Background: an optimization exercise with open tools, aiming at small area. Do not read the settings as production practice. Where RTL was checked, it was by simulation tests only, not by an equivalence proof against the original. For runs 1 to 4, only the layout was checked, not whether the RTL still works. The flow treats the clock pin as an ideal source, which a real chip does not have.

### design.v
module line_buff(clk, rst, sin, x1, x2, x3, y1, y3, z1, z2, z3);
  input clk, rst;
  input [7:0] sin;
  output [7:0] x1, x2, x3, y1, y3, z1, z2, z3;
  localparam N = 515;
  reg [8*N-1:0] sr;
  reg [9:0] age;
  always @(posedge clk) begin
    sr <= {sr[8*(N-1)-1:0], sin};
    if (rst)
      age <= 10'd0;
    else if (age != 10'd515)
      age <= age + 10'd1;
  end
  wire v0   = (age != 10'd0);
  wire v1   = (age >  10'd1);
  wire v2   = (age >  10'd2);
  wire v256 = (age >  10'd256);
  wire v258 = (age >  10'd258);
  wire v512 = (age >  10'd512);
  wire v513 = (age >  10'd513);
  wire v514 = (age >  10'd514);
  assign x1 = sr[8*0   +: 8] & {8{v0}};
  assign x2 = sr[8*1   +: 8] & {8{v1}};
  assign x3 = sr[8*2   +: 8] & {8{v2}};
  assign y1 = sr[8*256 +: 8] & {8{v256}};
  assign y3 = sr[8*258 +: 8] & {8{v258}};
  assign z1 = sr[8*512 +: 8] & {8{v512}};
  assign z2 = sr[8*513 +: 8] & {8{v513}};
  assign z3 = sr[8*514 +: 8] & {8{v514}};
endmodule
module kernel(x1, x2, x3, y1, y3, z1, z2, z3, ax, ay);
  input [7:0] x1, x2, x3, y1, y3, z1, z2, z3;
  output [8:0] ax, ay;
  wire [8:0] gx, gy;
  sum6 sx(.a({1'b0, x1}), .b({x2, 1'b1}), .c({1'b0, x3}),
          .d({1'b0, ~z1}), .e({~z2, 1'b1}), .f({1'b0, ~z3}), .s(gx));
  sum6 sy(.a({1'b0, x1}), .b({y1, 1'b1}), .c({1'b0, z1}),
          .d({1'b0, ~x3}), .e({~y3, 1'b1}), .f({1'b0, ~z3}), .s(gy));
  absv abx(.g(gx), .a(ax));
  absv aby(.g(gy), .a(ay));
endmodule
module sum6(a, b, c, d, e, f, s);
  input [8:0] a, b, c, d, e, f;
  output [8:0] s;
  wire [8:0] s1, c1, s2, c2, s3, c3, s4, c4;
  csa9 k1(a, b, c, s1, c1);
  csa9 k2(d, e, f, s2, c2);
  csa9 k3(s1, c1, s2, s3, c3);
  csa9 k4(s3, c3, c2, s4, c4);
  rca #(9) r(.a(s4), .b({c4[8:1], 1'b1}), .ci(1'b1), .s(s));
endmodule
module csa9(a, b, c, s, cy);
  input [8:0] a, b, c;
  output [8:0] s, cy;
  assign s = a ^ b ^ c;
  assign cy = {(a[7:0] & b[7:0]) | (a[7:0] & c[7:0]) | (b[7:0] & c[7:0]), 1'b0};
endmodule
module absv(g, a);
  input [8:0] g;
  output [8:0] a;
  wire [8:0] c;
  assign c[0] = g[8];
  genvar j;
  generate
    for (j = 0; j < 9; j = j + 1) begin : b_
      wire v = g[j] ^ g[8];
      assign a[j] = v ^ c[j];
      if (j < 8) begin : n
        assign c[j+1] = v & c[j];
      end
    end
  endgenerate
endmodule
module rca(a, b, ci, s);
  parameter W = 16;
  input [W-1:0] a, b;
  input ci;
  output [W-1:0] s;
  wire [W:0] c;
  assign c[0] = ci;
  genvar j;
  generate
    for (j = 0; j < W; j = j + 1) begin : b_
      assign s[j] = a[j] ^ b[j] ^ c[j];
      assign c[j+1] = (a[j] & b[j]) | (a[j] & c[j]) | (b[j] & c[j]);
    end
  endgenerate
endmodule
module cstage(x, t, n, xo, to, no);
  parameter I = 0;
  input [15:0] x;
  input [14:0] t;
  input n;
  output [15:0] xo;
  output [14:0] to;
  output no;
  wire [15:0] tsh, xsh, d;
  genvar j;
  generate
    for (j = 0; j < 16; j = j + 1) begin : sh
      assign xsh[j] = x[(j + I > 15) ? 15 : j + I];
      if (j + I > 14) begin : z
        assign tsh[j] = 1'b0;
      end else begin : v
        assign tsh[j] = t[j + I];
      end
    end
  endgenerate
  rca #(16) ax_(.a(x), .b(tsh), .ci(n), .s(xo));
  rca #(16) ay_(.a({1'b0, t}), .b(~xsh), .ci(1'b1), .s(d));
  assign to = d[14:0] ^ {15{d[15]}};
  assign no = n ^ d[15];
endmodule
module cordic_mag(clk, ax, ay, mag);
  input clk;
  input [8:0] ax, ay;
  output reg [7:0] mag;
  wire [15:0] x0 = {ax[8], 1'b0, ax[7:0], 6'b0};
  wire [14:0] t0 = ay[8] ? 15'h7FFF : {1'b0, ay[7:0], 6'b0};
  wire [15:0] x1, x2;
  wire [14:0] t1, t2;
  wire n1, n2;
  cstage #(0) s0(.x(x0), .t(t0), .n(ay[8]), .xo(x1), .to(t1), .no(n1));
  cstage #(1) s1(.x(x1), .t(t1), .n(n1), .xo(x2), .to(t2), .no(n2));
  genvar k;
  generate
    for (k = 0; k <= 12; k = k + 1) begin : it
      reg [15:0] xr;
      reg [14:0] tr;
      reg nr;
      if (k == 0) begin : f
        always @(posedge clk) begin
          xr <= x2;
          tr <= t2;
          nr <= n2;
        end
      end else begin : s
        wire [15:0] xn;
        wire [14:0] tn;
        wire nn;
        cstage #(k + 1) s(.x(it[k-1].xr), .t(it[k-1].tr), .n(it[k-1].nr),
                          .xo(xn), .to(tn), .no(nn));
        always @(posedge clk) begin
          xr <= xn;
          tr <= tn;
          nr <= nn;
        end
      end
    end
  endgenerate
  wire [15:0] x15;
  wire [14:0] t15;
  wire n15;
  cstage #(14) s14(.x(it[12].xr), .t(it[12].tr), .n(it[12].nr),
                   .xo(x15), .to(t15), .no(n15));
  reg [15:0] x15r;
  reg n15r;
  always @(posedge clk) begin
    x15r <= x15;
    n15r <= n15;
  end
  wire [7:0] m;
  gain_mul g(.x(x15r), .n(n15r), .mag(m));
  always @(posedge clk)
    mag <= m;
endmodule
module gain_mul(x, n, mag);
  input [15:0] x;
  input n;
  output [7:0] mag;
  wire [15:0] nx = ~x;
  wire [27:0] r0 = {x[14:0], 13'b0};
  wire [27:0] r1 = {1'b0, x, 11'b0};
  wire [27:0] r2 = {4'b0, nx, 8'b0};
  wire [27:0] r3 = {7'b0, nx, 5'b0};
  wire [27:0] r4 = {11'b0, nx, 1'b0};
  wire [27:0] r5 = {12'b0, nx};
  wire [27:0] r6 = n ? 28'hEDD2800 : 28'hEDD0123;
  wire [27:0] r7 = 28'd0;
  wire [27:0] s1, c1, s2, c2, s3, c3, s4, c4, s5, c5, s6, c6;
  csa28 a1(r0, r1, r2, s1, c1);
  csa28 a2(r3, r4, r5, s2, c2);
  csa28 a3(s1, c1, s2, s3, c3);
  csa28 a4(c2, r6, r7, s4, c4);
  csa28 a5(s3, c3, s4, s5, c5);
  csa28 a6(s5, c5, c4, s6, c6);
  wire [19:0] g = s6[19:0] & c6[19:0];
  wire [19:0] p = s6[19:0] | c6[19:0];
  wire [5:0] cb;
  assign cb[0] = 1'b0;
  genvar k;
  generate
    for (k = 0; k < 5; k = k + 1) begin : blk
      wire [3:0] gg = g[4*k +: 4];
      wire [3:0] pp = p[4*k +: 4];
      wire bg = gg[3] | (pp[3] & gg[2]) | (pp[3] & pp[2] & gg[1]) |
                (pp[3] & pp[2] & pp[1] & gg[0]);
      wire bp = &pp;
      assign cb[k+1] = bg | (bp & cb[k]);
    end
  endgenerate
  rca #(8) hi(.a(s6[27:20]), .b(c6[27:20]), .ci(cb[5]), .s(mag));
endmodule
module csa28(a, b, c, s, cy);
  input [27:0] a, b, c;
  output [27:0] s, cy;
  assign s = a ^ b ^ c;
  assign cy = {(a[26:0] & b[26:0]) | (a[26:0] & c[26:0]) | (b[26:0] & c[26:0]), 1'b0};
endmodule
module build(rst, clk, sin, sout);
  parameter bitsize = 8, length = 256;
  input rst, clk;
  input [bitsize-1:0] sin;
  output [bitsize-1:0] sout;
  wire [7:0] x1, x2, x3, y1, y3, z1, z2, z3;
  wire [8:0] ax, ay;
  reg [8:0] axr, ayr;
  line_buff lb(.clk(clk), .rst(rst), .sin(sin), .x1(x1), .x2(x2), .x3(x3),
               .y1(y1), .y3(y3), .z1(z1), .z2(z2), .z3(z3));
  kernel k(.x1(x1), .x2(x2), .x3(x3), .y1(y1), .y3(y3), .z1(z1), .z2(z2),
           .z3(z3), .ax(ax), .ay(ay));
  always @(posedge clk) begin
    axr <= ax;
    ayr <= ay;
  end
  cordic_mag c(.clk(clk), .ax(axr), .ay(ayr), .mag(sout));
endmodule
### constraint.sdc
create_clock -name core_clock -period 12.0 [get_ports {clk}]
set_input_delay 2.4000 -clock core_clock [delete_from_list [all_inputs] [get_ports {clk}]]
set_output_delay 2.4000 -clock core_clock [all_outputs]
set_load 0.01 [all_outputs]
### config.mk
export PLATFORM = sky130hd
export DESIGN_NAME = build
export DESIGN_NICKNAME = build
export VERILOG_FILES = /design/flow/design.v
export SDC_FILE = /design/flow/constraint.sdc
export NUM_CORES = 4
export LEC_CHECK = 0
export CAP_MARGIN = 20
export CORE_MARGIN = 2
export CORE_UTILIZATION = 45
export CTS_CLUSTER_DIAMETER = 150
export CTS_CLUSTER_SIZE = 30
export PLACE_DENSITY = 0.6
export SLEW_MARGIN = 20
### run.sh
#!/bin/bash
# synth_recipe.tcl (not shown) runs the flow's synth.tcl, then flattens the netlist and writes it again
# the make line also repeats each setting of config.mk as NAME=value (left out here)
make -C /OpenROAD-flow-scripts/flow DESIGN_CONFIG=/design/flow/config.mk WORK_HOME=/design/flow/orfs CLKGATE_MAP_FILE= SYNTH_SCRIPT=/design/flow/synth_recipe.tcl finish
==> results of run 1 <==
placed cells by master (no fill, tap or decap), types with 3 or more instances in the layout:
cell,count
nor2b_1,4
and2_2,5
nand2_1,47
nand2b_1,4
ha_1,217
and2_1,19
inv_16,3
nand3_1,5
or2_2,7
nor4_1,5
clkbuf_16,171
fa_1,415
clkinv_16,10
inv_1,435
nand4_1,6
xnor2_1,205
nor3_1,3
dfxtp_1,4577
clkdlybuf4s50_1,17
nor2_1,26
a21oi_1,6
xor2_1,58
buf_4,14
worst max-delay path: cells and delay by family, from the launching register on:
| family | cells | cell delay (ps) |
|---|---|---|
| compound gates | 1 | 70 |
| xor+xnor | 5 | 1720 |
| fa+ha+maj | 18 | 6320 |
| buf+inv | 3 | 180 |
| flops | 1 | 600 |
| simple gates | 2 | 250 |
cell type report:
type | count | area (um^2)
timing repair buffer | 31 | 275
inverter | 435 | 1630
sequential | 4577 | 91600
antenna | 1 | 2.50
tap | 3167 | 3960
clock buffer | 172 | 4280
clock inverter | 15 | 393
multi-input combinational | 1072 | 14400
fill | 19700 | 122000
cells by family after synthesis:
family,Yosys count,share of synthesized area
flip-flops,4577,0.851
adder cells (fa/ha/maj),634,0.103
buffers and inverters,452,0.0159
XOR/XNOR,269,0.0224
AND/OR/NAND/NOR,140,0.00675
AO/OA/AOI/OAI,26,0.00170
other,2,0.0000697
multiplexers,1,0.0000929
sequential cells by signal, indices dropped and copies added, names as in the netlist:
signal	flops
axr	9
ayr	9
c.it.nr	11
c.it.tr	191
c.it.xr	202
c.mag	8
c.n15r	1
c.x15r	16
lb.age	10
lb.sr	4120
worst paths after layout:
check / endpoint / slack (ps)
max: c.it[0].tr[6] / 2720
min: lb.sr[227] / 300
max reg2reg: c.it[0].tr[6] / 2720
min reg2reg: lb.sr[227] / 300
metal layers:
layer	vias to the layer above	global-route usage	share of wire
li1	18600	-	-
met1	17000	0.143	0.54
met2	255	0.140	0.40
met3	215	0.0193	0.032
met4	0	0.0350	0.028
met5	-	0	0
synth_stat cells, types with 3 or more instances:
| cell type | n | area [um^2] |
|---|---|---|
| nor4_1 | 5 | 31.3 |
| fa_1 | 415 | 8310 |
| nand3_1 | 5 | 25.0 |
| and2_2 | 5 | 37.5 |
| nand2_1 | 47 | 176 |
| ha_1 | 217 | 2720 |
| inv_1 | 435 | 1630 |
| dfxtp_1 | 4577 | 91600 |
| or2_2 | 7 | 43.8 |
| and2_1 | 19 | 119 |
| a21oi_1 | 6 | 30.0 |
| xnor2_1 | 205 | 1800 |
| nand4_1 | 6 | 37.5 |
| clkbuf_1 | 3 | 11.3 |
| nor2b_1 | 4 | 25.0 |
| nand2b_1 | 4 | 25.0 |
| buf_2 | 12 | 60.1 |
| nor2_1 | 26 | 97.6 |
| nor3_1 | 3 | 15.0 |
| xor2_1 | 58 | 508 |
stage by stage:
| stage | util | std cells | worst slack, ps |
|---|---|---|---|
| 3_3_place_gp | 0.470 | 9282 | 2650 |
| 3_5_place_dp | 0.470 | 9282 | 2690 |
| 2_1_floorplan | - | 6101 | 3300 |
| 4_1_cts | 0.490 | 9469 | 2640 |
| 6_report | 0.490 | 9470 | 2720 |
| 5_1_grt | 0.490 | 9470 | 2230 |
==> impl_metrics.ini, run 1 <==
[run_status]
status = complete, no violations

[timing]
setup_viol = 0
relSlewSlack = 0.543
tightest_slew_ps = 685
slew_violations = 0
period_needed_ps = 9280
final.period_utilization = 0.774
fin_skew_ps = 63.3
setup-tns-final_ps = 0
hold_viol = 0
worst_hold_slack_ps = 301
grt_setup_unrepaired = false
fmax_ghz = 0.108

[grt]
grt_max_degree = 31
grt_pass1_wl_um = 195000
first_global_vias = 38400
grt_overflow_total = 0
grtUsageTotal = 0.0966
antenna_found_initial = 3

[synth]
synth_edf_count = 0
ys.flop_type = dfxtp_1
avgSynthCellArea_um2 = 17.7
synth_cells = 6101
synth-seq-cells = 4577
yosysWarnings = 3
async_flop_share = 0
ys_types = 53
seq_area_frac_synth = 0.851
syn-num-nets = 6743
netlist_area_um2 = 108000

[placement]
place_area_um2 = 112000
gp_congestion = 0.736
dpl.hpwl_um = 65600
portBuffers = 17

[setup_path]
rr_worst_depth = 29
worstSetupPathType = reg2reg
critPathCaptureType = flop
critical_path.most_common_cell = fa_1
start_kind = flop
cpPeakStageDelay_ps = 600
cp.required_ps = 12710
worstPathMaxFanout = 12
worstSetupStartpoint = ayr[8]
crit_path_top_delay_cell = dfxtp_1
crit_arrival_ps = 9990
crit-reg2reg-launch = ayr[8]

[die]
die_w_um = 493
ios = 18
coreArea_um2 = 238000
floorplan.die_area_um2 = 243000
die_h_um = 493
num_rows = 179
initial_core_util = 0.453

[clocking]
clockBufferDepth = 3
post_cts_resized = 0
clock_latency_ps = 880
cts_made_buffers = 170
clkSinkCount = 4577
cts_tree = yes
cts_hold_buf = 0
cts.clk_slew.worst_paths_ps = 110
clockRootBuffer = clkbuf_16
cts_setup_buffers = 0
htreeDepth = 4

[routing]
via_count = 36100
avgRoutedWirePerCell_um = 11.9
wl_um = 112000
via_per_inst = 3.81
drcViolationCount = 0
detail-route-antenna-nets = 0
firstDrtPassIters = 4
drtIter0Drc = 1377

[flow_run]
cap_violations = 0

[hold_path]
hold_depth = 0
hp-class = reg2reg
hold_start = lb.sr[219]

[final_layout]
syn_to_final_growth_pct = 8.20
final_cell_area_um2 = 117000
layout-drive-gt1-share = 0.0352
nets = 6929
==> run 2, diff against run 1 <==
--- a/config.mk
+++ b/config.mk
@@ -9,6 +9,6 @@
 export CORE_MARGIN = 2
-export CORE_UTILIZATION = 45
+export CORE_UTILIZATION = 65
 export CTS_CLUSTER_DIAMETER = 150
 export CTS_CLUSTER_SIZE = 30
-export PLACE_DENSITY = 0.6
+export PLACE_DENSITY = 0.75
 export SLEW_MARGIN = 20
==> run 2 against run 1 <==
  * Wire length grew 8.7%
  * Area after synthesis is the same
  * Final cell count shrank 10%
  * First-iteration DRC count grew 12%
  * Sequential cell count is the same
  * Highest routed layer unchanged
  * Synthesized cell count is the same
  * Worst setup slack lost 6.2 ps
  * Critical path type unchanged
==> impl_metrics.ini, run 2 <==
[run_status]
status = complete, no violations

[setup_path]
critical_path.most_common_cell = fa_1
crit_family = adder cells
worstSetupPathType = reg2reg
crit_buf_inv = 3
r2r_slack_ps = 2710
rr_worst_depth = 29
start_kind = flop
cp.required_ps = 12730
critPathCaptureType = flop
crit_arrival_ps = 10020
crit-reg2reg-launch = ayr[8]
r2r_end = c.it[0].tr[6]
cpPeakStageDelay_ps = 600
worstPathMaxFanout = 12
crit_path_top_delay_cell = dfxtp_1

[synth]
synth_cells = 6101
ys_types = 53
yosysWarnings = 3
synth_area_leaders = dfxtp_1, fa_1, ha_1, xnor2_1, inv_1
synth.top_cells.by_count = dfxtp_1, inv_1, fa_1
synth_edf_count = 0
yosys.area.top_type = dfxtp_1
netlist_area_um2 = 108000
syn-num-nets = 6743
avgSynthCellArea_um2 = 17.7
yosys.area.top_type_share = 0.851
yosysMostFrequentCell = dfxtp_1
synth-seq-cells = 4577
ys.flop_type = dfxtp_1
seq_area_frac_synth = 0.851
async_flop_share = 0

[hold_path]
hold_depth = 0
hold_start = lb.sr[3187]
holdPathEnd = lb.sr[3195]
hp-class = reg2reg

[final_layout]
utilization = 0.699
final_common_cell = dfxtp_1
largest_register_ffs = 4120
final_cell_mix = dfxtp_1, inv_1, fa_1
layout-drive-gt1-share = 0.0349
instances_no_fill = 8489
top_regs = lb.sr: 4120 flops, c.it.xr: 202 flops, c.it.tr: 191 flops
syn_to_final_growth_pct = 6.97
final_cell_area_um2 = 115000
nets = 6927
largest-register = lb.sr

[timing]
fin_ws_ps = 2710
hold_viol = 0
grt_setup_unrepaired = false
period_needed_ps = 9290
tightest_slew_ps = 921
final.period_utilization = 0.774
slew_violations = 0
setup-tns-final_ps = 0
relSlewSlack = 0.383
fmax_ghz = 0.108
setup_viol = 0
fin_skew_ps = 21.0

[routing]
drcViolationCount = 0
avgRoutedWirePerCell_um = 14.4
firstDrtPassIters = 4
detail-route-antenna-nets = 0
via_per_inst = 4.28
wl_um = 122000
via_count = 36300
drtIter0Drc = 1539

[grt]
grt_pass1_wl_um = 206000
grt_overflow_total = 0
antenna_found_initial = 0
first_global_vias = 40100
grt_max_degree = 31
grtUsageTotal = 0.152

[die]
die_w_um = 411
floorplan.die_area_um2 = 169000
ios = 18
num_rows = 149
coreArea_um2 = 165000
initial_core_util = 0.654
die_h_um = 411

[placement]
gp_congestion = 0.802
portBuffers = 17
preCtsSetupSlack_ps = 2600
place_inst = 8302
dpl.hpwl_um = 67300
place_area_um2 = 111000

[clocking]
cts_made_buffers = 170
clockBufferDepth = 3
cts.clk_slew.worst_paths_ps = 120
clkSinkCount = 4577
cts_tree = yes
post_cts_resized = 0
cts_hold_buf = 0
htreeDepth = 4
clock_latency_ps = 840
cts_setup_buffers = 0
clockRootBuffer = clkbuf_16

[flow_run]
cap_violations = 0
[run 2: worst max-delay path by stage]
stage	startpoint	to	slack, ps	cells past startpoint
finish	ayr[8]	c.it[0].tr[6]	2710	29
global route	ayr[8]	c.it[0].tr[6]	2070	29
CTS	ayr[8]	c.it[0].tr[6]	2600	29
detailed placement	ayr[8]	c.it[0].tr[6]	2600	29
global placement	ayr[8]	c.it[0].tr[6]	2660	29
floorplan	ayr[8]	c.it[0].tr[6]	3300	30
[run 2: area by class of cell]
type / instances / area [um^2]
tap: 2189 / 2740
clock inverter: 14 / 290
fill: 10400 / 49600
timing repair buffer: 29 / 260
multi-input combinational: 1072 / 14400
inverter: 435 / 1630
antenna: 1 / 2.50
clock buffer: 172 / 4300
sequential: 4577 / 91600
[run 2: layer usage]
layer  up-vias  GRT usage  routed length, um
met1     17200      0.212              59600
met3       204     0.0246               3050
met5         -          0                  0
li1      18600          -                  -
met4         0     0.0477               2810
met2       264      0.248              56800
[run 2: metrics by stage]
step                      hold slack [ps]
after global routing                  317
after detailed placement              312
final                                 316
after global placement                310
after floorplan                       310
after CTS                             313
[run 2: worst register-to-register path, delay by kind of cell, from the launching register on]
kind / cells / cell delay [ps]
AOI/OAI and AO/OA: 1 / 60
xor gates and xnor gates: 5 / 1700
adders and majority gates: 18 / 6400
buffers and inverters: 3 / 180
DFF: 1 / 600
and+or+nand+nor: 2 / 230
[run 2: cell families after synthesis]
| group | after synthesis | synth area share |
|---|---|---|
| compound gates | 26 | 0.00170 |
| xor+xnor | 269 | 0.0224 |
| fa+ha+maj | 634 | 0.103 |
| buf+inv | 452 | 0.0159 |
| flops | 4577 | 0.851 |
| mux | 1 | 0.0000929 |
| other cells | 2 | 0.0000697 |
| simple gates | 140 | 0.00675 |
==> run 3, diff against run 2 <==
--- a/config.mk
+++ b/config.mk
@@ -9,6 +9,6 @@
 export CORE_MARGIN = 2
-export CORE_UTILIZATION = 65
-export CTS_CLUSTER_DIAMETER = 150
-export CTS_CLUSTER_SIZE = 30
-export PLACE_DENSITY = 0.75
+export CORE_UTILIZATION = 45
+export CTS_CLUSTER_DIAMETER = 100
+export CTS_CLUSTER_SIZE = 35
+export PLACE_DENSITY = 0.6
 export SLEW_MARGIN = 20
==> run 3 against run 2 <==
  * Global-route usage down 5.7 points
  * Non-clock buffer count increased by 2
  * Design area grew 1.2%
  * Critical endpoint unchanged
  * Critical path depth is the same
  * Largest cell class unchanged
  * Clock skew up 41 ps
  * Highest routed layer unchanged
  * First-iteration DRC count shrank 4.5%
==> impl_metrics.ini, run 3 <==
[run_status]
status = complete, no violations

[setup_path]
crit-reg2reg-launch = ayr[8]
worstPathMaxFanout = 12
worstSetupStartpoint = ayr[8]
crit_path_top_delay_cell = dfxtp_1
start_kind = flop
cpPeakStageDelay_ps = 590
rr_worst_depth = 29
critPathCaptureType = flop
critical_path.most_common_cell = fa_1
cp.required_ps = 12700
crit_arrival_ps = 9930
worstSetupPathType = reg2reg

[synth]
synth_cells = 6101
synth_area_leaders = dfxtp_1, fa_1, ha_1, xnor2_1, inv_1
async_flop_share = 0
ys.flop_type = dfxtp_1
yosysMostFrequentCell = dfxtp_1
yosys.area.top_type = dfxtp_1
yosysWarnings = 3
synth.top_cells.by_count = dfxtp_1, inv_1, fa_1
yosys.area.top_type_share = 0.851
synth-seq-cells = 4577
ys_types = 53
avgSynthCellArea_um2 = 17.7
syn-num-nets = 6743
seq_area_frac_synth = 0.851
netlist_area_um2 = 108000
synth_edf_count = 0

[clocking]
cts_made_buffers = 157
cts.clk_slew.worst_paths_ps = 120
clockRootBuffer = clkbuf_16
clockBufferDepth = 3
cts_tree = yes
post_cts_resized = 0
cts_hold_buf = 0
clkSinkCount = 4577
htreeDepth = 4
clock_latency_ps = 860
cts_setup_buffers = 0

[grt]
grt_use_met3 = 0.0188
grtUsageTotal = 0.0955
grt_overflow_total = 0
top_usage_layer = met1
use_met1 = 0.142
grt_max_degree = 36
antenna_found_initial = 3
grt_pass1_wl_um = 193000
grt_use_met2 = 0.139
first_global_vias = 38200

[die]
floorplan.die_area_um2 = 243000
num_rows = 179
die_h_um = 493
die_w_um = 493
initial_core_util = 0.453
ios = 18
coreArea_um2 = 238000

[timing]
grt_setup_unrepaired = false
hold_viol = 0
final.period_utilization = 0.769
relSlewSlack = 0.543
slew_violations = 0
setup-tns-final_ps = 0
fin_ws_ps = 2770
fmax_ghz = 0.108
setup_viol = 0
tightest_slew_ps = 685
period_needed_ps = 9230
fin_skew_ps = 62.4

[routing]
via_per_inst = 3.79
drcViolationCount = 0
drtIter0Drc = 1469
avgRoutedWirePerCell_um = 11.8
via_count = 35900
firstDrtPassIters = 4
detail-route-antenna-nets = 0
wl_um = 112000

[placement]
gp_congestion = 0.736
preCtsSetupSlack_ps = 2690
place_inst = 9282
portBuffers = 17
dpl.hpwl_um = 65600

[hold_path]
hold_depth = 0
hp-class = reg2reg
hold_start = lb.sr[1128]

[final_layout]
final_cell_mix = dfxtp_1, inv_1, fa_1
syn_to_final_growth_pct = 8.23
multi_input_area_um2 = 14400
top_regs = lb.sr: 4120 flops, c.it.xr: 202 flops, c.it.tr: 191 flops
nets = 6916
instances_no_fill = 9478
largest_register_ffs = 4120
largest-register = lb.sr
final_common_cell = dfxtp_1
n_fill_cell = 19700
final-seq-area_um2 = 91600
layout-drive-gt1-share = 0.0366

[flow_run]
cap_violations = 0
[run 3: cell counts after synthesis]
No cell type changed its count.
[run 3: area by class of cell]
type / count / share of cell area
repair buffers: 31 / 0.00236
diodes: 1 / 0.0000215
clock buffers: 158 / 0.0338
well taps: 3167 / 0.0340
clock inverters: 37 / 0.00657
multi-input cells: 1072 / 0.123
inverters: 435 / 0.0140
flip-flops and latches: 4577 / 0.786
[run 3: per-stage QoR]
stage	area [um^2]	hold slack [ps]	util
finish	117000	309	0.490
global route	117000	315	0.490
CTS	117000	307	0.490
detailed placement	112000	312	0.470
global placement	112000	310	0.470
floorplan	108000	310	-
[run 3: worst max-delay path: cells and delay by family (launching register included)]
kind / cells / cell delay, ps
buf+inv: 3 / 180
xor+xnor: 5 / 1710
fa+ha+maj: 18 / 6310
flops: 1 / 590
simple gates: 2 / 240
compound gates: 1 / 70
[run 3: worst paths after layout]
check,slack [ps],endpoint
setup reg to reg,2770,c.it[0].tr[6]
hold / removal,310,lb.sr[1136]
hold reg to reg,310,lb.sr[1136]
setup / recovery,2770,c.it[0].tr[6]
[run 3: logic make-up (layout without fill, tap and decap cells)]
| group | Yosys count | count (layout) | share of synthesized area |
|---|---|---|---|
| adder cells (fa/ha/maj) | 634 | 634 | 0.103 |
| AND/OR/NAND/NOR | 140 | 140 | 0.00675 |
| flip-flops | 4577 | 4577 | 0.851 |
| AO/OA/AOI/OAI | 26 | 26 | 0.00170 |
| buffers and inverters | 452 | 661 | 0.0159 |
| other | 2 | 3 | 0.0000697 |
| XOR/XNOR | 269 | 269 | 0.0224 |
| multiplexers | 1 | 1 | 0.0000929 |
[run 3: metal layers]
metal | share of wire | vias to the layer above
li1 | - | 18600
met1 | 0.54 | 16900
met2 | 0.40 | 257
met3 | 0.031 | 194
met4 | 0.027 | 0
met5 | 0 | -
==> run 4, diff against run 3 <==
--- a/design.v
+++ b/design.v
@@ -171,18 +171,17 @@
   output [7:0] mag;
-  wire [15:0] nx = ~x;
+  wire [27:0] q0 = {4'b0, x, 8'b0};
+  wire [27:0] q1 = {7'b0, x, 5'b0};
+  wire [27:0] q2 = {11'b0, x, 1'b0};
+  wire [27:0] q3 = {12'b0, x};
+  wire [27:0] ms1, mc1, ms, mc;
+  csa28 m1(q0, q1, q2, ms1, mc1);
+  csa28 m2(ms1, mc1, q3, ms, mc);
   wire [27:0] r0 = {x[14:0], 13'b0};
   wire [27:0] r1 = {1'b0, x, 11'b0};
-  wire [27:0] r2 = {4'b0, nx, 8'b0};
-  wire [27:0] r3 = {7'b0, nx, 5'b0};
-  wire [27:0] r4 = {11'b0, nx, 1'b0};
-  wire [27:0] r5 = {12'b0, nx};
-  wire [27:0] r6 = n ? 28'hEDD2800 : 28'hEDD0123;
-  wire [27:0] r7 = 28'd0;
-  wire [27:0] s1, c1, s2, c2, s3, c3, s4, c4, s5, c5, s6, c6;
+  wire [27:0] r2 = n ? 28'h00026DF : 28'h0000002;
+  wire [27:0] s1, c1, s2, c2, s3, c3;
   csa28 a1(r0, r1, r2, s1, c1);
-  csa28 a2(r3, r4, r5, s2, c2);
-  csa28 a3(s1, c1, s2, s3, c3);
-  csa28 a4(c2, r6, r7, s4, c4);
-  csa28 a5(s3, c3, s4, s5, c5);
-  csa28 a6(s5, c5, c4, s6, c6);
+  csa28 a2(s1, c1, ~ms, s2, c2);
+  csa28 a3(s2, c2, ~mc, s3, c3);
+  wire [27:0] s6 = s3, c6 = c3;
   wire [19:0] g = s6[19:0] & c6[19:0];
==> flow/run.sh (new file) <==
#!/bin/bash
# Standard layout, with clock tree synthesis run without dummy loads.
set -e
cp standard.sh standard_sh.txt
export CTS_ARGS="-sink_clustering_enable -repair_clock_nets -sink_clustering_size 30 -sink_clustering_max_diameter 150 -dont_use_dummy_load"
bash standard.sh > standard.log 2>&1
==> standard.sh (new file) <==
#!/bin/bash
# synth_recipe.tcl (not shown) runs the flow's synth.tcl, then flattens the netlist and writes it again
# the make line also repeats each setting of config.mk as NAME=value (left out here)
make -C /OpenROAD-flow-scripts/flow DESIGN_CONFIG=/design/flow/config.mk WORK_HOME=/design/flow/orfs CLKGATE_MAP_FILE= SYNTH_SCRIPT=/design/flow/synth_recipe.tcl "${@:-finish}"
--- a/config.mk
+++ b/config.mk
@@ -10,4 +10,4 @@
 export CORE_UTILIZATION = 45
-export CTS_CLUSTER_DIAMETER = 100
-export CTS_CLUSTER_SIZE = 35
+export CTS_CLUSTER_DIAMETER = 150
+export CTS_CLUSTER_SIZE = 30
 export PLACE_DENSITY = 0.6
removed: run.sh
==> run 4 against run 3 <==
  * Still clean
  * Sequential share of layout area rose by 0.33 points
  * Wire length fell by 1.7%
  * Largest cell class unchanged
==> impl_metrics.ini, run 4 <==
[run_status]
status = complete, no violations

[die]
num_rows = 179
die_w_um = 493
ios = 18
coreArea_um2 = 238000
initial_core_util = 0.453
die_h_um = 493
floorplan.die_area_um2 = 243000

[routing]
avgRoutedWirePerCell_um = 11.7
wl_um = 110000
firstDrtPassIters = 4
via_per_inst = 3.82
drcViolationCount = 0
detail-route-antenna-nets = 0
via_count = 36000
drtIter0Drc = 1340

[timing]
tightest_slew_ps = 891
grt_setup_unrepaired = false
setup-tns-final_ps = 0
slew_violations = 0
setup_viol = 0
worst_hold_slack_ps = 292
hold_viol = 0
fmax_ghz = 0.108
final.period_utilization = 0.772
period_needed_ps = 9260
relSlewSlack = 0.405
fin_skew_ps = 53.4

[synth]
ys_types = 51
yosys.area_share.simple = 0.00681
yosys.area.top_type_share = 0.851
synth_area_leaders = dfxtp_1, fa_1, ha_1, xnor2_1, inv_1
synth_compound_gate_area_share = 0.00188
yosys.area.top_type = dfxtp_1
seq_area_frac_synth = 0.851
synth.mux.area_fraction = 0
syn-num-nets = 6710
yosys.area_share.adder = 0.103
synth_cells = 6072
synth-xor-area-share = 0.0230
netlist_area_um2 = 108000
avgSynthCellArea_um2 = 17.7
synth_edf_count = 0
yosysMostFrequentCell = dfxtp_1
async_flop_share = 0
yosysWarnings = 3
synth-seq-cells = 4577
synth.top_cells.by_count = dfxtp_1, fa_1, inv_1
synth_top_family_by_area = adder cells
ys.flop_type = dfxtp_1

[grt]
grt_overflow_total = 0
grtUsageTotal = 0.0937
first_global_vias = 37900
grt_pass1_wl_um = 191000
antenna_found_initial = 2
grt_max_degree = 31

[placement]
gp_congestion = 0.742
portBuffers = 17
dpl.hpwl_um = 63100

[setup_path]
cpPeakStageDelay_ps = 620
cp.required_ps = 12720
rr_worst_depth = 29
worstPathMaxFanout = 12
crit_arrival_ps = 9980
start_kind = flop
crit_family = adder cells
crit-reg2reg-launch = ayr[8]
critical_path.most_common_cell = fa_1
crit_buf_inv = 3
crit_path_top_delay_cell = xor2_2
critPathCaptureType = flop
worstSetupPathType = reg2reg
r2r_end = c.it[0].tr[6]
r2r_slack_ps = 2740

[clocking]
clock_latency_ps = 830
post_cts_resized = 0
cts_made_buffers = 170
clockRootBuffer = clkbuf_16
cts.clk_slew.worst_paths_ps = 110
clockBufferDepth = 3
clkSinkCount = 4577
cts_setup_buffers = 0
cts_hold_buf = 0
cts_tree = yes
htreeDepth = 4

[hold_path]
hold_depth = 0
hp-class = reg2reg
hold_start = lb.sr[135]
holdPathEnd = lb.sr[143]

[final_layout]
nets = 6894
largest-register = lb.sr
final_common_cell = dfxtp_1
top_regs = lb.sr: 4120 flops, c.it.xr: 202 flops, c.it.tr: 191 flops
layout-drive-gt1-share = 0.0334
largest_register_ffs = 4120
final_cell_mix = dfxtp_1, fa_1, inv_1
syn_to_final_growth_pct = 7.80

[flow_run]
cap_violations = 0
[run 4: changes by cell type after synthesis, sizes merged, moves of 2 or more]
cell / delta
inv: -32
ha: -7
maj3: +5
nand3: +5
buf: -4
clkbuf: +4
fa: +3
nand2: +3
nor2b: -3
a21oi: +2
nand4: -2
o21a: +2
or3: +2
[run 4: cell families (layout without fill, tap and decap cells)]
| kind of cell | after synthesis | count (layout) |
|---|---|---|
| DFF | 4577 | 4577 |
| adders and majority gates | 635 | 635 |
| buffers and inverters | 420 | 602 |
| xor gates and xnor gates | 269 | 269 |
| and+or+nand+nor | 141 | 141 |
| AOI/OAI and AO/OA | 28 | 28 |
| other | 2 | 3 |
[run 4: layer usage]
metal,global-route usage,share of wire,vias up
met2,0.133,0.40,244
met5,0,0,-
met3,0.0202,0.033,182
met1,0.142,0.54,17100
li1,-,-,18500
met4,0.0312,0.026,0
[run 4: layout make-up]
| cell class | count | area [um^2] |
|---|---|---|
| inverter | 403 | 1510 |
| sequential | 4577 | 91600 |
| clock buffer | 170 | 4250 |
| antenna | 1 | 2.50 |
| timing repair buffer | 29 | 260 |
| tap | 3167 | 3960 |
| fill | 19800 | 122000 |
| multi-input combinational | 1075 | 14500 |
[run 4: per-stage QoR]
step	area [um^2]	instances	utilization	setup slack, ps
finish	116000	9422	0.488	2740
global route	116000	9422	0.488	2160
CTS	116000	9421	0.488	2660
detailed placement	112000	9251	0.470	2640
global placement	112000	9251	0.470	2610
floorplan	108000	6072	-	3300
[run 4: worst max-delay path by stage]
stage	start	endpoint	slack, ps	cells past startpoint
3_3_place_gp	ayr[8]	c.it[0].tr[6]	2610	29
6_report	ayr[8]	c.it[0].tr[6]	2740	29
2_1_floorplan	ayr[8]	c.it[0].tr[6]	3300	30
4_1_cts	ayr[8]	c.it[0].tr[6]	2660	29
5_1_grt	ayr[8]	c.it[0].tr[6]	2160	29
3_5_place_dp	ayr[8]	c.it[0].tr[6]	2640	29
==> run 5, diff against run 4 <==
--- a/design.v
+++ b/design.v
@@ -91,2 +91,3 @@
   parameter I = 0;
+  parameter Z = 0;
   input [15:0] x;
@@ -97,3 +98,4 @@
   output no;
-  wire [15:0] tsh, xsh, d;
+  wire [15:0] xz, tsh, xsh, d;
+  wire [14:0] tz;
   genvar j;
@@ -101,3 +103,17 @@
     for (j = 0; j < 16; j = j + 1) begin : sh
-      assign xsh[j] = x[(j + I > 15) ? 15 : j + I];
+      if (j < Z) begin : k
+        assign xz[j] = 1'b0;
+      end else begin : v
+        assign xz[j] = x[j];
+      end
+      if (j < 15) begin : tb
+        if (j < Z) begin : k
+          assign tz[j] = n;
+        end else begin : v
+          assign tz[j] = t[j];
+        end
+      end
+    end
+    for (j = 0; j < 16; j = j + 1) begin : sr
+      assign xsh[j] = xz[(j + I > 15) ? 15 : j + I];
       if (j + I > 14) begin : z
@@ -105,10 +121,42 @@
       end else begin : v
-        assign tsh[j] = t[j + I];
-      end
-    end
-  endgenerate
-  rca #(16) ax_(.a(x), .b(tsh), .ci(n), .s(xo));
-  rca #(16) ay_(.a({1'b0, t}), .b(~xsh), .ci(1'b1), .s(d));
+        assign tsh[j] = tz[j + I];
+      end
+    end
+  endgenerate
+  rca #(16) ax_(.a(xz), .b(tsh), .ci(n), .s(xo));
+  rca #(16) ay_(.a({1'b0, tz}), .b(~xsh), .ci(1'b1), .s(d));
   assign to = d[14:0] ^ {15{d[15]}};
   assign no = n ^ d[15];
+endmodule
+module cstate(clk, x, t, n, xq, tq, nq);
+  parameter I = 2;
+  localparam Z = (I < 2) ? 6 : (I == 2) ? 5 : (I == 3) ? 3 : 0;
+  input clk;
+  input [15:0] x;
+  input [14:0] t;
+  input n;
+  output [15:0] xq;
+  output [14:0] tq;
+  output reg nq;
+  reg [15:Z] xr;
+  reg [14:Z] tr;
+  always @(posedge clk) begin
+    xr <= x[15:Z];
+    tr <= t[14:Z];
+    nq <= n;
+  end
+  genvar j;
+  generate
+    for (j = 0; j < 16; j = j + 1) begin : b
+      if (j < Z) begin : k
+        assign xq[j] = 1'b0;
+        assign tq[j] = nq;
+      end else begin : v
+        assign xq[j] = xr[j];
+        if (j < 15) begin : t_
+          assign tq[j] = tr[j];
+        end
+      end
+    end
+  endgenerate
 endmodule
@@ -123,16 +171,12 @@
   wire n1, n2;
-  cstage #(0) s0(.x(x0), .t(t0), .n(ay[8]), .xo(x1), .to(t1), .no(n1));
-  cstage #(1) s1(.x(x1), .t(t1), .n(n1), .xo(x2), .to(t2), .no(n2));
+  cstage #(.I(0), .Z(6)) s0(.x(x0), .t(t0), .n(ay[8]), .xo(x1), .to(t1), .no(n1));
+  cstage #(.I(1), .Z(6)) s1(.x(x1), .t(t1), .n(n1), .xo(x2), .to(t2), .no(n2));
   genvar k;
   generate
-    for (k = 0; k <= 12; k = k + 1) begin : it
-      reg [15:0] xr;
-      reg [14:0] tr;
-      reg nr;
+    for (k = 0; k <= 11; k = k + 1) begin : it
+      wire [15:0] xq;
+      wire [14:0] tq;
+      wire nq;
       if (k == 0) begin : f
-        always @(posedge clk) begin
-          xr <= x2;
-          tr <= t2;
-          nr <= n2;
-        end
+        cstate #(.I(2)) r(.clk(clk), .x(x2), .t(t2), .n(n2), .xq(xq), .tq(tq), .nq(nq));
       end else begin : s
@@ -141,31 +185,32 @@
         wire nn;
-        cstage #(k + 1) s(.x(it[k-1].xr), .t(it[k-1].tr), .n(it[k-1].nr),
-                          .xo(xn), .to(tn), .no(nn));
-        always @(posedge clk) begin
-          xr <= xn;
-          tr <= tn;
-          nr <= nn;
-        end
-      end
-    end
-  endgenerate
-  wire [15:0] x15;
-  wire [14:0] t15;
-  wire n15;
-  cstage #(14) s14(.x(it[12].xr), .t(it[12].tr), .n(it[12].nr),
-                   .xo(x15), .to(t15), .no(n15));
-  reg [15:0] x15r;
-  reg n15r;
-  always @(posedge clk) begin
-    x15r <= x15;
-    n15r <= n15;
+        cstage #(.I(k + 1), .Z((k == 1) ? 5 : (k == 2) ? 3 : 0))
+          s(.x(it[k-1].xq), .t(it[k-1].tq), .n(it[k-1].nq), .xo(xn), .to(tn), .no(nn));
+        cstate #(.I(k + 2)) r(.clk(clk), .x(xn), .t(tn), .n(nn), .xq(xq), .tq(tq), .nq(nq));
+      end
+    end
+  endgenerate
+  wire [15:0] x14;
+  wire [14:0] t14, t15;
+  wire n14, n15;
+  wire [15:0] x15_unused;
+  cstage #(.I(13)) s13(.x(it[11].xq), .t(it[11].tq), .n(it[11].nq),
+                       .xo(x14), .to(t14), .no(n14));
+  cstage #(.I(14)) s14(.x(x14), .t(t14), .n(n14), .xo(x15_unused), .to(t15), .no(n15));
+  reg [15:0] x14r;
+  reg [1:0] sr;
+  always @(posedge clk) begin
+    x14r <= x14;
+    sr <= {1'b0, t14[14]} + {1'b0, n14} + {1'b0, n15};
   end
   wire [7:0] m;
-  gain_mul g(.x(x15r), .n(n15r), .mag(m));
-  always @(posedge clk)
-    mag <= m;
-endmodule
-module gain_mul(x, n, mag);
+  reg [7:0] mr;
+  gain_mul g(.x(x14r), .s(sr), .mag(m));
+  always @(posedge clk) begin
+    mr <= m;
+    mag <= mr;
+  end
+endmodule
+module gain_mul(x, s, mag);
   input [15:0] x;
-  input n;
+  input [1:0] s;
   output [7:0] mag;
@@ -180,3 +225,4 @@
   wire [27:0] r1 = {1'b0, x, 11'b0};
-  wire [27:0] r2 = n ? 28'h00026DF : 28'h0000002;
+  wire [27:0] r2 = (s == 2'd0) ? 28'd2 : (s == 2'd1) ? 28'd9951 :
+                   (s == 2'd2) ? 28'd19900 : 28'd29849;
   wire [27:0] s1, c1, s2, c2, s3, c3;
==> run 5 against run 4 <==
  * Critical path depth fell by 2
  * Sequential cell count fell by 27
  * Die area shrank 0.74%
  * Via count is 0.32% lower
  * First-iteration DRC count is 2.6% higher
  * Non-clock buffer count unchanged
  * Critical endpoint is now c.it[0].f.r.nq
==> impl_metrics.ini, run 5 <==
[clocking]
clock_latency_ps = 840
clkSinkCount = 4550
cts.clk_slew.worst_paths_ps = 120
cts_hold_buf = 0
cts_tree = yes
cts_made_buffers = 169
cts_setup_buffers = 0
post_cts_resized = 0
clockRootBuffer = clkbuf_16
clockBufferDepth = 3
htreeDepth = 4

[synth]
netlist_area_um2 = 107000
avgSynthCellArea_um2 = 17.7
synth-seq-cells = 4550
yosysMostFrequentCell = dfxtp_1
yosysWarnings = 15
synth.top_cells.by_count = dfxtp_1, inv_1, fa_1
syn-num-nets = 6670
synth_edf_count = 0
seq_area_frac_synth = 0.852
ys.flop_type = dfxtp_1
ys_types = 44
synth_area_leaders = dfxtp_1, fa_1, ha_1, xnor2_1, inv_1
async_flop_share = 0
synth_cells = 6044
yosys.area.top_type_share = 0.852
yosys.area.top_type = dfxtp_1

[final_layout]
layout-drive-gt1-share = 0.0324
syn_to_final_growth_pct = 7.83
final_cell_mix = dfxtp_1, inv_1, fa_1
top_regs = lb.sr: 4120 flops, c.it.s.r.xr: 173 flops, c.it.s.r.tr: 162 flops
n_fill_cell = 19700
nets = 6855
largest-register = lb.sr
largest_register_ffs = 4120
utilization = 0.489
final_common_cell = dfxtp_1

[die]
die_h_um = 491
num_rows = 178
initial_core_util = 0.454
floorplan.die_area_um2 = 241000
ios = 18
die_w_um = 491
coreArea_um2 = 236000

[routing]
detail-route-antenna-nets = 0
via_count = 35900
avgRoutedWirePerCell_um = 11.9
via_per_inst = 3.83
wl_um = 111000
firstDrtPassIters = 4
drcViolationCount = 0
drtIter0Drc = 1375

[grt]
antenna_found_initial = 3
grtUsageTotal = 0.0948
first_global_vias = 38200
grt_overflow_total = 0
grt_pass1_wl_um = 191000
grt_max_degree = 31

[timing]
grt_setup_unrepaired = false
setup_viol = 0
period_needed_ps = 9380
slew_violations = 0
fin_skew_ps = 59.2
tightest_slew_ps = 747
fmax_ghz = 0.107
hold_viol = 0
relSlewSlack = 0.501
final.period_utilization = 0.782
setup-tns-final_ps = 0

[setup_path]
start_kind = flop
critical_path.most_common_cell = fa_1
crit_path_top_delay_cell = xor2_2
cpPeakStageDelay_ps = 560
crit_arrival_ps = 10060
worstSetupPathType = reg2reg
worstPathMaxFanout = 11
cp.required_ps = 12670
critPathCaptureType = flop

[run_status]
status = complete, no violations

[placement]
portBuffers = 17
dpl.hpwl_um = 64300
gp_congestion = 0.738

[hold_path]
hp-class = reg2reg

[flow_run]
cap_violations = 0
[run 5: cell types whose count changed after synthesis, sizes merged, moves of 3 or more]
cell,previous run,this run
ha,210,195
nor2,25,30
or2,7,11
fa,418,421
dfxtp,4577,4550
nand2b,4,1
inv,403,422
xnor2,209,194
o22ai,1,4
buf,10,2
xor2,60,56
clkbuf,7,13
a21oi,8,11
maj3,7,1
[run 5: per-stage QoR]
step                      setup slack [ps]  instances  instance area [um^2]  hold slack (ps)
after floorplan                       2820       6044                107000              310
after global placement                2640       9208                111000              310
after detailed placement              2590       9208                111000              312
after CTS                             2520       9377                115000              282
after global routing                  2090       9378                115000              293
final                                 2620       9378                115000              281
[run 5: path summary, 6_finish.rpt]
check	from	endpoint	slack, ps	cells after the start
hold / removal	lb.sr[2982]	lb.sr[2990]	280	0
hold reg to reg	lb.sr[2982]	lb.sr[2990]	280	0
setup reg to reg	ayr[8]	c.it[0].f.r.nq	2620	27
setup / recovery	ayr[8]	c.it[0].f.r.nq	2620	27
[run 5: kinds of logic after synthesis]
kind of cell,synth area share
AOI/OAI and AO/OA,0.00250
xor gates and xnor gates,0.0212
adders and majority gates,0.102
buffers and inverters,0.0154
DFF,0.852
muxes,0.000304
and+or+nand+nor,0.00678
[run 5: cell type report]
cell class | count | area [um^2] | area share
inverters | 422 | 1580 | 0.0137
multi-input cells | 1057 | 14200 | 0.123
clock buffers | 169 | 4230 | 0.0367
well taps | 3150 | 3940 | 0.0342
repair buffers | 29 | 260 | 0.00226
flip-flops and latches | 4550 | 91100 | 0.790
diodes | 1 | 2.50 | 0.0000217
[run 5: worst max-delay path, delay by kind of cell, from the launching register on]
family	cells	cell delay, ps
DFF	1	540
adders and majority gates	19	7020
buffers and inverters	3	300
xor gates and xnor gates	4	1160
and+or+nand+nor	1	190
[run 5: layer usage]
layer | vias up | share of wire | global-route usage
met1 | 17000 | 0.54 | 0.140
met2 | 235 | 0.40 | 0.138
met4 | 0 | 0.027 | 0.0316
met5 | - | 0 | 0
met3 | 205 | 0.032 | 0.0204
li1 | 18400 | - | -
==> run 6, diff against run 5 <==
==> flow/run.sh (replaced) <==
#!/bin/bash
# Standard layout, with clock tree synthesis run without dummy loads.
set -e
cp standard.sh standard_sh.txt
export CTS_ARGS="-sink_clustering_enable -repair_clock_nets -sink_clustering_size 35 -sink_clustering_max_diameter 80 -dont_use_dummy_load"
bash standard.sh > standard.log 2>&1
--- a/config.mk
+++ b/config.mk
@@ -10,4 +10,4 @@
 export CORE_UTILIZATION = 45
-export CTS_CLUSTER_DIAMETER = 150
-export CTS_CLUSTER_SIZE = 30
+export CTS_CLUSTER_DIAMETER = 80
+export CTS_CLUSTER_SIZE = 35
 export PLACE_DENSITY = 0.6
==> run 6 against run 5 <==
  * Design area decreased by 0.11%
  * Still clean on timing, DRC and antenna
  * Worst setup slack lost 9.8 ps
  * Largest cell class unchanged
  * Sequential cell count stayed put
==> impl_metrics.ini, run 6 <==
[setup_path]
worstSetupStartpoint = ayr[8]
worstPathMaxFanout = 11
cp.required_ps = 12640
crit_arrival_ps = 10030
worstSetupPathType = reg2reg
critical_path.most_common_cell = fa_1
crit-reg2reg-launch = ayr[8]
crit_buf_inv = 3
cpPeakStageDelay_ps = 560
crit_family = adder cells
crit_path_top_delay_cell = xor2_2
start_kind = flop
critPathCaptureType = flop

[clocking]
clock_latency_ps = 830
cts_setup_buffers = 0
htreeDepth = 4
cts.clk_slew.worst_paths_ps = 110
cts_tree = yes
clockRootBuffer = clkbuf_16
cts_made_buffers = 164
cts_hold_buf = 0
clkSinkCount = 4550
clockBufferDepth = 3
post_cts_resized = 0

[routing]
detail-route-antenna-nets = 0
drtIter0Drc = 1434
via_count = 35800
drcViolationCount = 0
via_per_inst = 3.82
avgRoutedWirePerCell_um = 11.8
firstDrtPassIters = 4
wl_um = 111000

[run_status]
status = complete, no violations

[timing]
grt_setup_unrepaired = false
relSlewSlack = 0.502
setup_viol = 0
tightest_slew_ps = 746
hold_viol = 0
period_needed_ps = 9390
setup-tns-final_ps = 0
slew_violations = 0
fmax_ghz = 0.106
fin_skew_ps = 79.1
final.period_utilization = 0.783

[synth]
ys_types = 44
yosysMostFrequentCell = dfxtp_1
syn-num-nets = 6670
yosys.area.top_type_share = 0.852
synth_area_leaders = dfxtp_1, fa_1, ha_1, xnor2_1, inv_1
synth-seq-cells = 4550
synth_cells = 6044
synth.top_cells.by_count = dfxtp_1, inv_1, fa_1
ys.flop_type = dfxtp_1
async_flop_share = 0
yosys.area.top_type = dfxtp_1
yosysWarnings = 15
seq_area_frac_synth = 0.852
avgSynthCellArea_um2 = 17.7
netlist_area_um2 = 107000
synth_edf_count = 0

[final_layout]
nets = 6850
largest_register_ffs = 4120
layout-drive-gt1-share = 0.0317
largest-register = lb.sr
final_common_cell = dfxtp_1
final_cell_mix = dfxtp_1, inv_1, fa_1
syn_to_final_growth_pct = 7.71
top_regs = lb.sr: 4120 flops, c.it.s.r.xr: 173 flops, c.it.s.r.tr: 162 flops
utilization = 0.489
n_fill_cell = 19700

[flow_run]
cap_violations = 0

[grt]
first_global_vias = 37900
grt_max_degree = 36
grt_overflow_total = 0
grt_pass1_wl_um = 190000
antenna_found_initial = 3
grtUsageTotal = 0.0946

[die]
coreArea_um2 = 236000
ios = 18
num_rows = 178
die_w_um = 491
initial_core_util = 0.454
floorplan.die_area_um2 = 241000
die_h_um = 491

[hold_path]
hp-class = reg2reg
hold_start = lb.sr[3841]

[placement]
dpl.hpwl_um = 64300
portBuffers = 17
gp_congestion = 0.738
[run 6: path summary, 6_finish.rpt]
check / depth (start not counted) / endpoint / slack, ps
max reg2reg: 27 / c.it[0].f.r.nq / 2610
max: 27 / c.it[0].f.r.nq / 2610
min: 0 / lb.sr[3849] / 280
min reg2reg: 0 / lb.sr[3849] / 280
[run 6: final cells by class]
class / count / area [um^2] / share of cell area
diodes: 1 / 2.50 / 0.0000217
well taps: 3150 / 3940 / 0.0342
inverters: 422 / 1580 / 0.0138
repair buffers: 29 / 260 / 0.00226
flip-flops and latches: 4550 / 91100 / 0.791
clock buffers: 164 / 4100 / 0.0356
multi-input cells: 1057 / 14200 / 0.123
[run 6: cells by family (layout without fill, tap and decap cells)]
logic type               count (synthesis)  in the layout  share of synthesized area
flip-flops                            4550           4550                      0.852
XOR/XNOR                               250            250                     0.0212
AO/OA/AOI/OAI                           41             41                    0.00250
multiplexers                             3              3                   0.000304
AND/OR/NAND/NOR                        146            146                    0.00678
other                                    0              1                          0
adder cells (fa/ha/maj)                617            617                      0.102
buffers and inverters                  437            615                     0.0154
[run 6: layer usage]
layer	up-vias	GRT usage	wire, um
met1	17000	0.140	60000
met3	193	0.0194	3680
met2	227	0.137	44100
li1	18400	-	-
met5	-	0	0
met4	0	0.0343	3130
[run 6: per-stage QoR]
step | instances | hold slack (ps) | setup slack, ps | cell area [um^2]
floorplan | 6044 | 310 | 2820 | 107000
global placement | 9208 | 310 | 2640 | 111000
detailed placement | 9208 | 312 | 2590 | 111000
CTS | 9372 | 280 | 2510 | 115000
global route | 9373 | 287 | 2090 | 115000
finish | 9373 | 283 | 2610 | 115000
==> run 7, diff against run 6 <==
--- a/flow/run.sh
+++ b/flow/run.sh
@@ -3,3 +3,2 @@
 set -e
-cp standard.sh standard_sh.txt
 export CTS_ARGS="-sink_clustering_enable -repair_clock_nets -sink_clustering_size 35 -sink_clustering_max_diameter 80 -dont_use_dummy_load"
==> run 7 against run 6 <==
  * Still clean
  * Synthesized cell count stayed put
  * Sequential share of layout area stayed put
  * Via count stayed put
  * First-iteration DRC count stayed put
  * Non-clock buffer count stayed put
  * Largest cell class unchanged
==> impl_metrics.ini, run 7 <==
[grt]
grt_max_degree = 36
grtUsageTotal = 0.0946
grt_pass1_wl_um = 190000
grt_overflow_total = 0
first_global_vias = 37900
antenna_found_initial = 3

[setup_path]
worstPathMaxFanout = 11
crit_buf_inv = 3
worstSetupPathType = reg2reg
crit_arrival_ps = 10030
cp.required_ps = 12640
critical_path.most_common_cell = fa_1
critPathCaptureType = flop
start_kind = flop
crit_path_top_delay_cell = xor2_2
cpPeakStageDelay_ps = 560
crit_family = adder cells

[timing]
setup_viol = 0
relSlewSlack = 0.502
hold_viol = 0
period_needed_ps = 9390
setup-tns-final_ps = 0
slew_violations = 0
fin_skew_ps = 79.1
grt_setup_unrepaired = false
final.period_utilization = 0.783
fmax_ghz = 0.106
tightest_slew_ps = 746

[clocking]
post_cts_resized = 0
htreeDepth = 4
cts_setup_buffers = 0
clockRootBuffer = clkbuf_16
clockBufferDepth = 3
cts.clk_slew.worst_paths_ps = 110
clkSinkCount = 4550
clock_latency_ps = 830
cts_made_buffers = 164
cts_tree = yes
cts_hold_buf = 0

[synth]
synth_cells = 6044
synth_edf_count = 0
synth-seq-cells = 4550
ys.flop_type = dfxtp_1
yosysMostFrequentCell = dfxtp_1
seq_area_frac_synth = 0.852
syn-num-nets = 6670
yosys.area.top_type_share = 0.852
yosys.area.top_type = dfxtp_1
yosysWarnings = 15
synth.top_cells.by_count = dfxtp_1, inv_1, fa_1
synth_area_leaders = dfxtp_1, fa_1, ha_1, xnor2_1, inv_1
avgSynthCellArea_um2 = 17.7
netlist_area_um2 = 107000
ys_types = 44
async_flop_share = 0

[routing]
drcViolationCount = 0
drtIter0Drc = 1434
detail-route-antenna-nets = 0
via_count = 35800
via_per_inst = 3.82
firstDrtPassIters = 4
wl_um = 111000
avgRoutedWirePerCell_um = 11.8

[placement]
dpl.hpwl_um = 64300
portBuffers = 17
gp_congestion = 0.738

[final_layout]
layout-drive-gt1-share = 0.0317
nets = 6850
n_fill_cell = 19700
syn_to_final_growth_pct = 7.71
top_regs = lb.sr: 4120 flops, c.it.s.r.xr: 173 flops, c.it.s.r.tr: 162 flops
largest-register = lb.sr
final_cell_mix = dfxtp_1, inv_1, fa_1
utilization = 0.489
final-seq-area_um2 = 91100
largest_register_ffs = 4120
multi_input_area_um2 = 14200
final_common_cell = dfxtp_1

[hold_path]
hp-class = reg2reg

[flow_run]
cap_violations = 0

[die]
die_h_um = 491
floorplan.die_area_um2 = 241000
num_rows = 178
initial_core_util = 0.454
die_w_um = 491
coreArea_um2 = 236000
ios = 18

[run_status]
status = complete, no violations
[run 7: cell type report]
cell class,count,area share
multi-input combinational,1057,0.123
sequential,4550,0.791
inverter,422,0.0138
timing repair buffer,29,0.00226
clock buffer,164,0.0356
tap,3150,0.0342
antenna,1,0.0000217
[run 7: final timing paths]
path	depth (start not counted)	startpoint	endpoint	slack (ps)
min	0	lb.sr[3841]	lb.sr[3849]	280
min reg2reg	0	lb.sr[3841]	lb.sr[3849]	280
max reg2reg	27	ayr[8]	c.it[0].f.r.nq	2610
max	27	ayr[8]	c.it[0].f.r.nq	2610
[run 7: cell families after synthesis]
kind of cell / synth area share
DFF: 0.852
adders and majority gates: 0.102
buffers and inverters: 0.0154
xor gates and xnor gates: 0.0212
and+or+nand+nor: 0.00678
AOI/OAI and AO/OA: 0.00250
muxes: 0.000304
[run 7: metrics by stage]
| stage | instance area, um^2 | std cells | hold WS [ps] | setup WS (ps) |
|---|---|---|---|---|
| 2_1_floorplan | 107000 | 6044 | 310 | 2820 |
| 3_3_place_gp | 111000 | 9208 | 310 | 2640 |
| 3_5_place_dp | 111000 | 9208 | 312 | 2590 |
| 4_1_cts | 115000 | 9372 | 280 | 2510 |
| 5_1_grt | 115000 | 9373 | 287 | 2090 |
| 6_report | 115000 | 9373 | 283 | 2610 |
[run 7: metal layers]
| metal | vias to the layer above | global-route usage | routed length, um |
|---|---|---|---|
| met3 | 193 | 0.0194 | 3680 |
| met1 | 17000 | 0.140 | 60000 |
| met4 | 0 | 0.0343 | 3130 |
| li1 | 18400 | - | - |
| met2 | 227 | 0.137 | 44100 |
| met5 | - | 0 | 0 |
[run 7: worst register-to-register path, stage by stage (launching register included)]
cell,delay (ps)
dfxtp_1,520
or2_2,200
inv_1,60
ha_1,190
fa_1,390
fa_1,390
fa_1,390
fa_1,400
fa_1,390
fa_1,410
fa_1,400
ha_1,220
xor2_1,140
buf_4,190
xnor2_1,310
ha_1,220
inv_1,50
fa_1,390
fa_1,410
fa_1,400
fa_1,390
fa_1,390
fa_1,400
fa_1,400
fa_1,430
fa_1,430
xor2_2,560
xnor2_1,150
==> run 8, diff against run 7 <==
==> flow/run.sh (replaced) <==
#!/bin/bash
# Standard layout, with clock tree synthesis run without dummy loads and the
# ports buffered with the smallest buffer.
set -e
export CTS_ARGS="-sink_clustering_enable -repair_clock_nets -sink_clustering_size 35 -sink_clustering_max_diameter 80 -dont_use_dummy_load"
export BUFFER_PORTS_ARGS="-buffer_cell sky130_fd_sc_hd__buf_1"
bash standard.sh > standard.log 2>&1
==> run 8 against run 7 <==
  * Still clean
  * Final cell count is essentially flat
  * Synthesized cell count is the same
  * Via count shrank 0.20%
  * Wire length shrank 1.1%
  * Non-clock buffer count is the same
  * Maximum frequency grew 0.52%
  * Die area is the same
  * Clock skew grew 1.1 ps
  * Highest routed layer unchanged
==> impl_metrics.ini, run 8 <==
[timing]
period_needed_ps = 9340
fin_skew_ps = 80.3
tightest_slew_ps = 786
setup-tns-final_ps = 0
setup_viol = 0
hold_viol = 0
grt_setup_unrepaired = false
fmax_ghz = 0.107
slew_violations = 0
final.period_utilization = 0.779
relSlewSlack = 0.475

[final_layout]
n_fill_cell = 19700
final_cell_area_um2 = 115000
final-seq-area_um2 = 91100
final_common_cell = dfxtp_1
layout-drive-gt1-share = 0.0318
top_regs = lb.sr: 4120 flops, c.it.s.r.xr: 173 flops, c.it.s.r.tr: 162 flops
largest-register = lb.sr
syn_to_final_growth_pct = 7.64
nets = 6851
final_cell_mix = dfxtp_1, inv_1, fa_1
largest_register_ffs = 4120
multi_input_area_um2 = 14200

[clocking]
clockBufferDepth = 3
cts_tree = yes
post_cts_resized = 0
clockRootBuffer = clkbuf_16
cts_hold_buf = 0
cts_made_buffers = 165
clock_latency_ps = 830
cts_setup_buffers = 0
clkSinkCount = 4550
htreeDepth = 4
cts.clk_slew.worst_paths_ps = 110

[grt]
first_global_vias = 37500
grt_overflow_total = 0
antenna_found_initial = 1
grt_max_degree = 36
grt_pass1_wl_um = 188000
grtUsageTotal = 0.0930

[die]
num_rows = 178
die_w_um = 491
die_h_um = 491
floorplan.die_area_um2 = 241000
ios = 18
coreArea_um2 = 236000
initial_core_util = 0.454

[routing]
avgRoutedWirePerCell_um = 11.7
firstDrtPassIters = 4
drtIter0Drc = 1352
drcViolationCount = 0
via_per_inst = 3.82
wl_um = 110000
detail-route-antenna-nets = 0
via_count = 35800

[hold_path]
hp-class = reg2reg

[setup_path]
cp.required_ps = 12660
worstPathMaxFanout = 11
critical_path.most_common_cell = fa_1
start_kind = flop
critPathCaptureType = flop
crit_arrival_ps = 10010
crit_buf_inv = 3
crit_path_top_delay_cell = xor2_2
crit_family = adder cells
worstSetupPathType = reg2reg
cpPeakStageDelay_ps = 560

[placement]
dpl.hpwl_um = 63000
gp_congestion = 0.742
portBuffers = 17
place_area_um2 = 111000

[synth]
yosysMostFrequentCell = dfxtp_1
avgSynthCellArea_um2 = 17.7
yosys.area.top_type_share = 0.852
synth_area_leaders = dfxtp_1, fa_1, ha_1, xnor2_1, inv_1
synth-seq-cells = 4550
syn-num-nets = 6670
async_flop_share = 0
synth.top_cells.by_count = dfxtp_1, inv_1, fa_1
ys.flop_type = dfxtp_1
synth_edf_count = 0
yosysWarnings = 15
yosys.area.top_type = dfxtp_1
seq_area_frac_synth = 0.852
netlist_area_um2 = 107000
ys_types = 44
synth_cells = 6044

[flow_run]
cap_violations = 0

[run_status]
status = complete, no violations
run 8: cell counts after synthesis:
Identical to the previous run, type by type.
run 8: worst paths after layout:
kind / start / endpoint / slack, ps / cells past startpoint
max: ayr[8] / c.it[0].f.r.nq / 2660 / 27
max reg2reg: ayr[8] / c.it[0].f.r.nq / 2660 / 27
min: lb.sr[492] / lb.sr[500] / 250 / 0
min reg2reg: lb.sr[492] / lb.sr[500] / 250 / 0
run 8: final cells by class:
class / count / area share
timing repair buffer: 29 / 0.00134
multi-input combinational: 1057 / 0.123
sequential: 4550 / 0.792
inverter: 422 / 0.0138
tap: 3150 / 0.0343
clock buffer: 165 / 0.0359
antenna: 2 / 0.0000435
run 8: per-stage QoR:
step / utilization / worst slack, ps / hold WS, ps / instances
finish: 0.488 / 2660 / 247 / 9375
global route: 0.488 / 2200 / 243 / 9374
CTS: 0.488 / 2570 / 246 / 9373
detailed placement: 0.471 / 2600 / 312 / 9208
global placement: 0.471 / 2590 / 310 / 9208
floorplan: - / 2820 / 310 / 6044
run 8: cells by family after synthesis:
group                      Yosys count  share of synthesized area
DFF                               4550                      0.852
adders and majority gates          617                      0.102
buffers and inverters              437                     0.0154
xor gates and xnor gates           250                     0.0212
and+or+nand+nor                    146                    0.00678
AOI/OAI and AO/OA                   41                    0.00250
muxes                                3                   0.000304
run 8: metal layers:
| metal | routed length, um | share of wire | track usage | vias to the layer above |
|---|---|---|---|---|
| li1 | - | - | - | 18400 |
| met1 | 59300 | 0.54 | 0.139 | 16900 |
| met2 | 43800 | 0.40 | 0.134 | 245 |
| met3 | 3490 | 0.032 | 0.0196 | 211 |
| met4 | 3090 | 0.028 | 0.0320 | 0 |
| met5 | 0 | 0 | 0 | - |

re-timing with driven ports:
No port has a modelled driver above. Below, the same layouts with a new extraction and two added sets of constraints.
Step 1 (the two cells are an assumption about what drives the block):
set clk [get_ports {clk}]
set_driving_cell -lib_cell sky130_fd_sc_hd__clkbuf_16 $clk
set_driving_cell -lib_cell sky130_fd_sc_hd__buf_2 [delete_from_list [all_inputs] $clk]
Step 2 moves the port delays by t, midway between the first and last clock arrival at a register: inputs arrive t later, outputs are due t later. That takes back most of the time a late clock gives input paths.
Slacks: ideal / step 1 / step 2; pairs: ideal / step 1.
run | shift t [ns] | slack for setup (ns) | worst setup path at the end | latest minus earliest clock arrival (ns) | worst data-port slew with drivers (ns)
run 1 | 0.922 | 2.717 / 2.717 / 2.717 | register to register | 0.082 / 0.083 | 0.03
run 2 | 0.904 | 2.711 / 2.711 / 2.711 | register to register | 0.032 / 0.032 | 0.05
run 3 | 0.905 | 2.769 / 2.769 / 2.769 | register to register | 0.063 / 0.063 | 0.03
run 4 | 0.877 | 2.738 / 2.738 / 2.738 | register to register | 0.102 / 0.103 | 0.03
run 5 | 0.883 | 2.617 / 2.617 / 2.617 | register to register | 0.083 / 0.084 | 0.04
run 6 | 0.882 | 2.608 / 2.608 / 2.608 | register to register | 0.113 / 0.112 | 0.04
run 7 | 0.882 | 2.608 / 2.608 / 2.608 | register to register | 0.113 / 0.112 | 0.04
run 8 | 0.865 | 2.656 / 2.656 / 2.656 | register to register | 0.126 / 0.126 | 0.05
After both steps every run listed still meets setup and hold.
